From an optimization exercise on the open Yosys and OpenROAD flow, aimed at small area; shortcuts taken in it are not production practice.
Function was checked by simulation only, so behaviour that the tests miss may differ from the original.
Power figures rest on the tool's default switching activity, not on a simulated workload.

==> inputs of job 7506 <==
// iq_analyse
module iq_analyse #
(
  parameter integer DATA_WIDTH = 16
)
(
  input  wire clk,
  input wire  ce,
  input wire strobe_in,
  input wire rst,
  input  wire signed [DATA_WIDTH-1:0]  I_4sum,
  input  wire signed [DATA_WIDTH-1:0]  Q_4sum,
  input  wire [DATA_WIDTH-1:0]  Amp_4sum,
  output reg [6:0] bits_count,
  output wire signed [DATA_WIDTH+8-1:8]  DI_out,
  output wire signed [DATA_WIDTH+8-1:8]  DQ_out,
  output reg max_val_sync,
  output reg strobe_out
);
==> module iq_analyse, before the edit <==
module iq_analyse #
(
  parameter integer DATA_WIDTH = 16
)
(
  input  wire clk,
  input wire  ce,
  input wire strobe_in,
  input wire rst,
  input  wire signed [DATA_WIDTH-1:0]  I_4sum,
  input  wire signed [DATA_WIDTH-1:0]  Q_4sum,
  input  wire [DATA_WIDTH-1:0]  Amp_4sum,
  output reg [6:0] bits_count,
  output wire signed [DATA_WIDTH+8-1:8]  DI_out,
  output wire signed [DATA_WIDTH+8-1:8]  DQ_out,
  output reg max_val_sync,
  output reg strobe_out
);
  integer i;
  reg [22:0] strobe_sr;
  reg strobe1;
  reg strobe2;
  always @(posedge clk) begin
    if (rst) begin
      strobe_sr <= 23'b0;
      strobe1 <= 1'b0;
      strobe2 <= 1'b0;
      strobe_out <= 1'b0;
    end else begin
      strobe_sr <= {strobe_sr[21:0], strobe_in};
      strobe1 <= strobe_sr[22];
      strobe2 <= strobe1;
      strobe_out <= strobe2;
    end
  end
  reg [2:0] sync_count;
  reg [2:0] max_sync;
  reg [15:0] Max_Amp;
  reg [23:0] A [0:4];
  wire samp = ce & strobe_in;
  wire adv = samp & (sync_count == 3'd0);
  wire ave_upd = ce & strobe2 & (sync_count == max_sync);
  wire [15:0] Ave_Amp_Out = A[0][23:8];
  wire [23:0] A_next = A[0] + {8'h00, Amp_4sum} - {8'h00, A[0][23:8]};
  wire max_hi0 = (Max_Amp[15:8] == 8'h00);
  wire [7:0] max_dec = max_hi0 ? {7'b0, |Max_Amp[7:0]} : Max_Amp[15:8];
  wire [15:0] Max_dec = Max_Amp - {8'h00, max_dec};
  always @(posedge clk) begin
    if (rst) begin
      sync_count <= 3'd0;
      max_sync <= 3'd0;
      bits_count <= 7'd0;
      Max_Amp <= 16'h0110;
      for (i = 0; i < 5; i = i + 1)
        A[i] <= 24'h000100;
      max_val_sync <= 1'b0;
    end else begin
      max_val_sync <= (sync_count == max_sync) & strobe_out;
      if (samp) begin
        if (Ave_Amp_Out > Max_Amp) begin
          Max_Amp <= Ave_Amp_Out;
          max_sync <= sync_count;
        end else begin
          Max_Amp <= Max_dec;
        end
        for (i = 0; i < 4; i = i + 1)
          A[i] <= A[i+1];
        A[4] <= A_next;
        sync_count <= (sync_count == 3'd4) ? 3'd0 : sync_count + 3'd1;
        if (sync_count == 3'd0)
          bits_count <= (bits_count == 7'd79) ? 7'd0 : bits_count + 7'd1;
      end
    end
  end
  reg [47:0] W;                 
  reg [47:0] H0;                
  reg [47:0] R [0:77];          
  reg [5:0] oh;                 
  reg pending;                  
  reg v40, v79;                 
  reg hv;                       
  wire [47:0] live = pending ? (H0 & {48{hv}}) : W;
  wire [23:0] LI = live[47:24];
  wire [23:0] LQ = live[23:0];
  wire [23:0] I_upd = LI - {{8{LI[23]}}, LI[23:8]} + {{8{I_4sum[15]}}, I_4sum};
  wire [23:0] Q_upd = LQ - {{8{LQ[23]}}, LQ[23:8]} + {{8{Q_4sum[15]}}, Q_4sum};
  wire [47:0] live_nx = ave_upd ? {I_upd, Q_upd} : live;
  wire xfer = oh[0] & (pending | adv);
  wire xfer_n = ~xfer;
  wire adv_now = adv & ~pending & oh[0];
  wire [47:0] tail = pending ? W : live_nx;
  wire [5:0] psel = {6{v40}} & (pending ? {oh[2:0], oh[5:3]} : {oh[3:0], oh[5:4]});
  reg [47:0] partner;
  always @(*) begin
    partner = 48'd0;
    for (i = 0; i < 6; i = i + 1)
      partner = partner | (R[36+i] & {48{psel[i]}});
  end
  always @(posedge clk) begin
    if (rst) begin
      oh <= 6'b000001;
      pending <= 1'b0;
      v40 <= 1'b0;
      v79 <= 1'b0;
      hv <= 1'b0;
      W <= 48'd0;
    end else begin
      if (!xfer)
        oh <= {oh[0], oh[5:1]};
      pending <= (pending & ~xfer) | (adv & ~adv_now);
      if (adv & (bits_count == 7'd39))
        v40 <= 1'b1;
      if (adv & (bits_count == 7'd78))
        v79 <= 1'b1;
      if (adv)
        hv <= v79;
      else if (ave_upd)
        hv <= 1'b1;
      if (adv_now)
        W <= H0 & {48{v79}};
      else if (xfer | ~pending)
        W <= live_nx;
    end
  end
  always @(posedge clk) begin
    if (xfer)
      H0 <= R[0];
    else if (pending & ave_upd)
      H0 <= live_nx;
    for (i = 0; i < 78; i = i + 1) begin
      if (i % 6 == 5) begin
        if (i == 77)
          R[i] <= (tail & {48{xfer}}) | (R[i-5] & {48{xfer_n}});
        else
          R[i] <= (R[i+1] & {48{xfer}}) | (R[i-5] & {48{xfer_n}});
      end else begin
        R[i] <= R[i+1];
      end
    end
  end
  reg [23:8] DI, DQ;
  wire lt40 = (bits_count < 7'd40);
  wire [23:0] dI = LI + ~partner[47:24] + {23'd0, lt40};
  wire [23:0] dQ = LQ + ~partner[23:0] + {23'd0, lt40};
  always @(posedge clk) begin
    if (rst) begin
      DI <= 16'd0;
      DQ <= 16'd0;
    end else if (ave_upd) begin
      DI <= dI[23:8] ^ {16{~lt40}};
      DQ <= dQ[23:8] ^ {16{~lt40}};
    end
  end
  assign DI_out = DI;
  assign DQ_out = DQ;
endmodule
export LEC_CHECK = 0
export CAP_MARGIN = 20
export CORE_MARGIN = 2
export CORE_UTILIZATION = 65
export PLACE_DENSITY = 0.75
export SLEW_MARGIN = 20
create_clock -name core_clock -period 10.0 [get_ports {clk}]
standard.sh (not shown) runs the stock make flow with config.mk's settings and CLKGATE_MAP_FILE= SYNTH_SCRIPT=/design/flow/synth_recipe.tcl, a recipe that flattens the netlist after the stock synthesis.
==> flow/flow/run.sh <==
#!/bin/bash
# The standard layout (standard.sh: the standard flow's synthesis and ORFS flow, unchanged),
# with settings passed to ORFS through its own variables:
#  - after floorplan, OpenROAD's restructure re-maps the combinational logic (one pass)
#    for area (registers untouched; flow/post_floorplan.tcl), then o22ai cells
#    with inverted inputs go back to a22o where that saves inverters (flow/peephole.tcl);
#  - clock tree: clkbuf_8 at the leaves, clkbuf_4 above them, small sink clusters, no dummy loads;
#  - port buffers: the smallest buffer (buf_1) on every input and output.
set -euo pipefail
here=$(pwd)
mkdir -p "$here/rmp"
export RMP_DIR="$here/rmp"
export RMP_FLOW="$here/flow"
export POST_FLOORPLAN_TCL="$here/flow/post_floorplan.tcl"
export CTS_ARGS="-sink_clustering_enable -repair_clock_nets -dont_use_dummy_load -buf_list sky130_fd_sc_hd__clkbuf_4 -sink_clustering_buffer sky130_fd_sc_hd__clkbuf_8 -sink_clustering_size 19 -sink_clustering_max_diameter 60"
export BUFFER_PORTS_ARGS="-buffer_cell sky130_fd_sc_hd__buf_1"
bash standard.sh > standard.log 2>&1
==> flow/flow/peephole.tcl <==
# Peephole after restructure: an o22ai with an inverter on one input of each
# OR pair, o22ai(~a, s, ~b, t) = (a & ~s) | (b & ~t), is put back as an a22o
# of the complements (the inverter's input, or one shared new inverter per
# other net with many loads); inverters left without loads go away.
proc rmp_driver_iterm { net } {
  foreach t [$net getITerms] {
    if { [$t isOutputSignal] } { return $t }
  }
  return ""
}
proc rmp_inv_input { net } {
  # The input net of the inverter driving net, or "" if net has no inverter driver.
  if { $net == "NULL" || [llength [$net getBTerms]] > 0 } { return "" }
  set drv [rmp_driver_iterm $net]
  if { $drv == "" } { return "" }
  if { ![regexp {__(clk)?inv_[0-9]+$} [[[$drv getInst] getMaster] getName]] } { return "" }
  set a [[[$drv getInst] findITerm A] getNet]
  if { $a == "NULL" } { return "" }
  return $a
}
proc rmp_o22ai_to_a22o {} {
  set db [ord::get_db]
  set block [ord::get_db_block]
  set a22o [$db findMaster sky130_fd_sc_hd__a22o_1]
  set inv [$db findMaster sky130_fd_sc_hd__inv_1]
  array set comp {}
  set n 0
  set ninv 0
  foreach inst [$block getInsts] {
    if { ![string match sky130_fd_sc_hd__o22ai_* [[$inst getMaster] getName]] } { continue }
    set ok 1
    set plan {}
    foreach {p q} {A1 A2 B1 B2} {
      set np [[$inst findITerm $p] getNet]
      set nq [[$inst findITerm $q] getNet]
      if { $np == "NULL" || $nq == "NULL" } { set ok 0; break }
      set cp [rmp_inv_input $np]
      set cq [rmp_inv_input $nq]
      if { $cp == "" && $cq == "" } { set ok 0; break }
      if { $cp == "" && [llength [$np getITerms]] < 17 } { set ok 0; break }
      if { $cq == "" && [llength [$nq getITerms]] < 17 } { set ok 0; break }
      lappend plan $np $cp $nq $cq
    }
    if { !$ok } { continue }
    set ins {}
    foreach {net c} $plan {
      if { $c == "" } {
        set key [$net getName]
        if { ![info exists comp($key)] } {
          set nn [odb::dbNet_create $block "${key}_rmpn"]
          set ii [odb::dbInst_create $block $inv "${key}_rmpinv"]
          [$ii findITerm A] connect $net
          [$ii findITerm Y] connect $nn
          set comp($key) $nn
          incr ninv
        }
        set c $comp($key)
      }
      lappend ins $c
    }
    set ynet [[$inst findITerm Y] getNet]
    set name [$inst getName]
    foreach p {A1 A2 B1 B2 Y} { [$inst findITerm $p] disconnect }
    odb::dbInst_destroy $inst
    set new [odb::dbInst_create $block $a22o "${name}_a22o"]
    foreach p {A1 A2 B1 B2} net $ins { [$new findITerm $p] connect $net }
    [$new findITerm X] connect $ynet
    incr n
  }
  set removed 0
  set again 1
  while { $again } {
    set again 0
    foreach inst [$block getInsts] {
      if { ![regexp {__(clk)?inv_[0-9]+$} [[$inst getMaster] getName]] } { continue }
      set ynet [[$inst findITerm Y] getNet]
      if { $ynet != "NULL" && ([llength [$ynet getITerms]] > 1 || [llength [$ynet getBTerms]] > 0) } { continue }
      foreach p {A Y} { [$inst findITerm $p] disconnect }
      odb::dbInst_destroy $inst
      if { $ynet != "NULL" } { odb::dbNet_destroy $ynet }
      incr removed
      set again 1
    }
  }
  puts "peephole: $n o22ai to a22o, $ninv inverters added, $removed inverters removed"
}
==> flow/flow/post_floorplan.tcl <==
# Area recovery: re-map the combinational logic with ABC (OpenROAD restructure).
# ABC reads a copy of the library without the platform's don't-use cells.
set rmp_lib $::env(RMP_DIR)/restructure.lib
exec python3 $::env(RMP_FLOW)/filter_lib.py [lindex $::env(LIB_FILES) 0] $rmp_lib \
  {*}$::env(DONT_USE_CELLS) *lpflow_* *probe*
puts "restructure: area before [expr [rsz::design_area] * 1e12] um2"
set rmp_passes [expr {[info exists ::env(RMP_PASSES)] ? $::env(RMP_PASSES) : 1}]
for {set pass 1} {$pass <= $rmp_passes} {incr pass} {
  restructure -target area \
    -liberty_file $rmp_lib \
    -tielo_port sky130_fd_sc_hd__conb_1/LO \
    -tiehi_port sky130_fd_sc_hd__conb_1/HI \
    -work_dir $::env(RMP_DIR) \
    -abc_logfile $::env(RMP_DIR)/abc_$pass.log
  puts "restructure: area after pass $pass [expr [rsz::design_area] * 1e12] um2"
}
# ABC maps some and-or selections as o22ai fed by four inverters; put those
# back as a22o (the same function) and drop the inverters left unused.
source $::env(RMP_FLOW)/peephole.tcl
rmp_o22ai_to_a22o
puts "restructure: area after peephole [expr [rsz::design_area] * 1e12] um2"
Other scripts of this flow, unchanged in this note and not shown: flow/flow/filter_lib.py
==> inputs of job 9878, as changes to job 7506 <==
--- a/flow/design.v
+++ b/flow/design.v
@@ -76,9 +76,10 @@
   reg [47:0] W;                 
-  reg [47:0] H0;                
-  reg [47:0] R [0:77];          
-  reg [5:0] oh;                 
+  reg [47:0] H [0:3];           
+  reg [47:0] R [0:74];          
+  reg [4:0] oh;                 
   reg pending;                  
+  reg xfer, xfer_n;             
   reg v40, v79;                 
   reg hv;                       
-  wire [47:0] live = pending ? (H0 & {48{hv}}) : W;
+  wire [47:0] live = pending ? (H[0] & {48{hv}}) : W;
   wire [23:0] LI = live[47:24];
@@ -88,7 +89,3 @@
   wire [47:0] live_nx = ave_upd ? {I_upd, Q_upd} : live;
-  wire xfer = oh[0] & (pending | adv);
-  wire xfer_n = ~xfer;
-  wire adv_now = adv & ~pending & oh[0];
-  wire [47:0] tail = pending ? W : live_nx;
-  wire [5:0] psel = {6{v40}} & (pending ? {oh[2:0], oh[5:3]} : {oh[3:0], oh[5:4]});
+  wire [4:0] psel = {5{v40}} & (pending ? {oh[3:0], oh[4]} : oh);
   reg [47:0] partner;
@@ -96,9 +93,13 @@
     partner = 48'd0;
-    for (i = 0; i < 6; i = i + 1)
-      partner = partner | (R[36+i] & {48{psel[i]}});
+    for (i = 0; i < 5; i = i + 1)
+      partner = partner | (R[35+i] & {48{psel[i]}});
   end
+  wire pending_nx = (pending & ~xfer) | adv;
+  wire at0_nx = xfer ? oh[0] : oh[1];
   always @(posedge clk) begin
     if (rst) begin
-      oh <= 6'b000001;
+      oh <= 5'b00001;
       pending <= 1'b0;
+      xfer <= 1'b0;
+      xfer_n <= 1'b1;
       v40 <= 1'b0;
@@ -109,4 +110,6 @@
       if (!xfer)
-        oh <= {oh[0], oh[5:1]};
-      pending <= (pending & ~xfer) | (adv & ~adv_now);
+        oh <= {oh[0], oh[4:1]};
+      pending <= pending_nx;
+      xfer <= pending_nx & at0_nx;
+      xfer_n <= ~(pending_nx & at0_nx);
       if (adv & (bits_count == 7'd39))
@@ -119,5 +122,3 @@
         hv <= 1'b1;
-      if (adv_now)
-        W <= H0 & {48{v79}};
-      else if (xfer | ~pending)
+      if (xfer | ~pending)
         W <= live_nx;
@@ -127,11 +128,14 @@
     if (xfer)
-      H0 <= R[0];
-    else if (pending & ave_upd)
-      H0 <= live_nx;
-    for (i = 0; i < 78; i = i + 1) begin
-      if (i % 6 == 5) begin
-        if (i == 77)
-          R[i] <= (tail & {48{xfer}}) | (R[i-5] & {48{xfer_n}});
+      H[0] <= H[1];
+    else if (pending & ave_upd & ~adv)
+      H[0] <= live_nx;
+    for (i = 1; i < 3; i = i + 1)
+      H[i] <= (H[i+1] & {48{xfer}}) | (H[i] & {48{xfer_n}});
+    H[3] <= (R[0] & {48{xfer}}) | (H[3] & {48{xfer_n}});
+    for (i = 0; i < 75; i = i + 1) begin
+      if (i % 5 == 4) begin
+        if (i == 74)
+          R[i] <= (W & {48{xfer}}) | (R[i-4] & {48{xfer_n}});
         else
-          R[i] <= (R[i+1] & {48{xfer}}) | (R[i-5] & {48{xfer_n}});
+          R[i] <= (R[i+1] & {48{xfer}}) | (R[i-4] & {48{xfer_n}});
       end else begin
==> flow/flow/run.sh (replaced) <==
#!/bin/bash
# The standard layout (standard.sh: the standard flow's synthesis and ORFS flow, unchanged),
# with settings passed to ORFS through its own variables:
#  - after floorplan, OpenROAD's restructure re-maps the combinational logic (three passes)
#    for area (registers untouched; flow/post_floorplan.tcl), then o22ai cells
#    fed by four inverters go back to a22o (flow/peephole.tcl);
#  - clock tree: clkbuf_8 at the leaves, clkbuf_4 above them, small sink clusters, no dummy loads;
#  - port buffers: the smallest buffer (buf_1) on every input and output.
set -euo pipefail
here=$(pwd)
mkdir -p "$here/rmp"
export RMP_DIR="$here/rmp"
export RMP_FLOW="$here/flow"
export POST_FLOORPLAN_TCL="$here/flow/post_floorplan.tcl"
export CTS_ARGS="-sink_clustering_enable -repair_clock_nets -dont_use_dummy_load -buf_list sky130_fd_sc_hd__clkbuf_4 -sink_clustering_buffer sky130_fd_sc_hd__clkbuf_8 -sink_clustering_size 18 -sink_clustering_max_diameter 50"
export BUFFER_PORTS_ARGS="-buffer_cell sky130_fd_sc_hd__buf_1"
bash standard.sh > standard.log 2>&1
==> flow/flow/peephole.tcl (replaced) <==
# Peephole after restructure: o22ai whose four inputs all come from inverters
# is an a22o of the inverters' inputs; inverters left without loads go away.
proc rmp_driver_iterm { net } {
  foreach t [$net getITerms] {
    if { [$t isOutputSignal] } { return $t }
  }
  return ""
}
proc rmp_o22ai_to_a22o {} {
  set db [ord::get_db]
  set block [ord::get_db_block]
  set a22o [$db findMaster sky130_fd_sc_hd__a22o_1]
  set n 0
  foreach inst [$block getInsts] {
    if { ![string match sky130_fd_sc_hd__o22ai_* [[$inst getMaster] getName]] } { continue }
    set ins {}
    set ok 1
    foreach p {A1 A2 B1 B2} {
      set net [[$inst findITerm $p] getNet]
      if { $net == "NULL" || [llength [$net getBTerms]] > 0 } { set ok 0; break }
      set drv [rmp_driver_iterm $net]
      if { $drv == "" } { set ok 0; break }
      if { ![regexp {__(clk)?inv_[0-9]+$} [[[$drv getInst] getMaster] getName]] } { set ok 0; break }
      set innet [[[$drv getInst] findITerm A] getNet]
      if { $innet == "NULL" } { set ok 0; break }
      lappend ins $innet
    }
    if { !$ok } { continue }
    set ynet [[$inst findITerm Y] getNet]
    set name [$inst getName]
    foreach p {A1 A2 B1 B2 Y} { [$inst findITerm $p] disconnect }
    odb::dbInst_destroy $inst
    set new [odb::dbInst_create $block $a22o "${name}_a22o"]
    foreach p {A1 A2 B1 B2} net $ins { [$new findITerm $p] connect $net }
    [$new findITerm X] connect $ynet
    incr n
  }
  set removed 0
  set again 1
  while { $again } {
    set again 0
    foreach inst [$block getInsts] {
      if { ![regexp {__(clk)?inv_[0-9]+$} [[$inst getMaster] getName]] } { continue }
      set ynet [[$inst findITerm Y] getNet]
      if { $ynet != "NULL" && ([llength [$ynet getITerms]] > 1 || [llength [$ynet getBTerms]] > 0) } { continue }
      set anet [[$inst findITerm A] getNet]
      foreach p {A Y} { [$inst findITerm $p] disconnect }
      odb::dbInst_destroy $inst
      if { $ynet != "NULL" } { odb::dbNet_destroy $ynet }
      incr removed
      set again 1
    }
  }
  puts "peephole: $n o22ai to a22o, $removed inverters removed"
}
--- a/flow/flow/post_floorplan.tcl
+++ b/flow/flow/post_floorplan.tcl
@@ -6,3 +6,3 @@
 puts "restructure: area before [expr [rsz::design_area] * 1e12] um2"
-set rmp_passes [expr {[info exists ::env(RMP_PASSES)] ? $::env(RMP_PASSES) : 1}]
+set rmp_passes [expr {[info exists ::env(RMP_PASSES)] ? $::env(RMP_PASSES) : 2}]
 for {set pass 1} {$pass <= $rmp_passes} {incr pass} {
==> inputs of job 870, as changes to job 7506 <==
--- a/flow/flow/run.sh
+++ b/flow/flow/run.sh
@@ -6,3 +6,3 @@
 #    with inverted inputs go back to a22o where that saves inverters (flow/peephole.tcl);
-#  - clock tree: clkbuf_8 at the leaves, clkbuf_4 above them, small sink clusters, no dummy loads;
+#  - clock tree: clkbuf_8 at the leaves, clkbuf_2 above them, small sink clusters, no dummy loads;
 #  - port buffers: the smallest buffer (buf_1) on every input and output.
@@ -14,3 +14,3 @@
 export POST_FLOORPLAN_TCL="$here/flow/post_floorplan.tcl"
-export CTS_ARGS="-sink_clustering_enable -repair_clock_nets -dont_use_dummy_load -buf_list sky130_fd_sc_hd__clkbuf_4 -sink_clustering_buffer sky130_fd_sc_hd__clkbuf_8 -sink_clustering_size 19 -sink_clustering_max_diameter 60"
+export CTS_ARGS="-sink_clustering_enable -repair_clock_nets -dont_use_dummy_load -buf_list sky130_fd_sc_hd__clkbuf_2 -sink_clustering_buffer sky130_fd_sc_hd__clkbuf_8 -sink_clustering_size 18 -sink_clustering_max_diameter 60"
 export BUFFER_PORTS_ARGS="-buffer_cell sky130_fd_sc_hd__buf_1"
==> impl_summary.log <==
INFO  metric cts_made_buffers = 289
INFO  metric sequentialPower = between 15 and 20 mW
INFO  metric bufAreaShareNonClock = less than 1%
INFO  metric first_pass_grt_wire_length = roughly 290,000 um
INFO  metric synth_top_family_by_area = compound AO/OA/AOI/OAI gates
INFO  metric dpl.hpwl = ~110,000 um
INFO  metric area_share_clock_buf_inv = roughly 3.4%
INFO  metric postSynthRegisterBits = approximately 4,100
INFO  metric whs_endpoint = R[71][26]
INFO  metric share_of_the_synthesized_area_in_compound_gates_ao_oa_aoi_oai = 12.0%
INFO  metric chipWidth = 406 um
INFO  metric clkSinkCount = around 4,100
INFO  metric gp_routability_congestion = between 0.9 and 1
INFO  metric grt_antenna_before_repair = 25
INFO  metric status = complete, no violations
INFO  metric grt.met1_usage = 31.9%
Source of the figures above: job 9878

==> impl_summary.log <==
INFO  metric clkSinkCount = 4,058
INFO  metric first_pass_grt_wire_length = slightly below 300,000 um
INFO  metric area_share_clock_buf_inv = approximately 3%
INFO  metric whs_endpoint = R[18][14]
INFO  metric cts_made_buffers = about 240
INFO  metric synth_top_family_by_area = simple AND/OR/NAND/NOR gates
INFO  metric sequentialPower = around 18 mW
INFO  metric grt_antenna_before_repair = 13
INFO  metric dpl.hpwl = around 120,000 um
INFO  metric grt.met1_usage = 32.7%
INFO  metric postSynthRegisterBits = just over 4,000
INFO  metric bufAreaShareNonClock = less than 1%
INFO  metric status = complete, no violations
INFO  metric share_of_the_synthesized_area_in_compound_gates_ao_oa_aoi_oai = 5.68%
INFO  metric chipWidth = between 400 and 500 um
Source of the figures above: job 7506

==> impl_summary.log <==
INFO  metric postSynthRegisterBits = 4,058
INFO  metric share_of_the_synthesized_area_in_compound_gates_ao_oa_aoi_oai = under 10%
INFO  metric cts_made_buffers = ~290
INFO  metric area_share_clock_buf_inv = between 3 and 4%
INFO  metric period_needed = 7.50 ns
INFO  metric whs_endpoint = R[27][24]
INFO  metric bufAreaShareNonClock = less than 1%
INFO  metric chipWidth = 406 um
INFO  metric status = complete, no violations
INFO  metric grt_antenna_before_repair = 14
INFO  metric sequentialPower = 17.5 mW
INFO  metric dpl.hpwl = 115,000 um
INFO  metric plain_repair_buffers = 151
INFO  metric gp_routability_congestion = between 0.9 and 1
INFO  metric synth_top_family_by_area = simple AND/OR/NAND/NOR gates
INFO  metric first_pass_grt_wire_length = a little under 300,000 um
Source of the figures above: job 870

-- what the ideal ports hide --
How much do the figures lean on ideal ports? The routed layouts below were timed once more, with nothing changed but the port constraints.
Step 1, drivers: a clkbuf_16 drives clk and a buf_2 each remaining input, both assumed.
Step 2 also shifts input and output timing later by t, the mid clock arrival at the registers, as if the neighbouring blocks saw the same clock.
Slacks: no drivers / after step 1 / after step 2; pairs: no drivers / after step 1.
run	shift t [ns]	setup slack, ns	hold WS [ns]	worst setup path after step 2	latest minus earliest clock arrival (ns)
job 7506	1.368	2.639 / 2.639 / 2.639	0.222 / 0.222 / 0.222	register to register	0.180 / 0.180
job 9878	1.345	2.407 / 2.407 / 2.181	0.236 / 0.236 / 0.236	input to register	0.136 / 0.135
job 870	1.821	2.505 / 2.505 / 2.505	0.144 / 0.144 / 0.144	register to register	0.243 / 0.243
After both steps every run listed still meets setup and hold. The setup slack of job 9878, which loses most, moves by 0.000 ns with the drivers and by -0.226 ns with both steps.
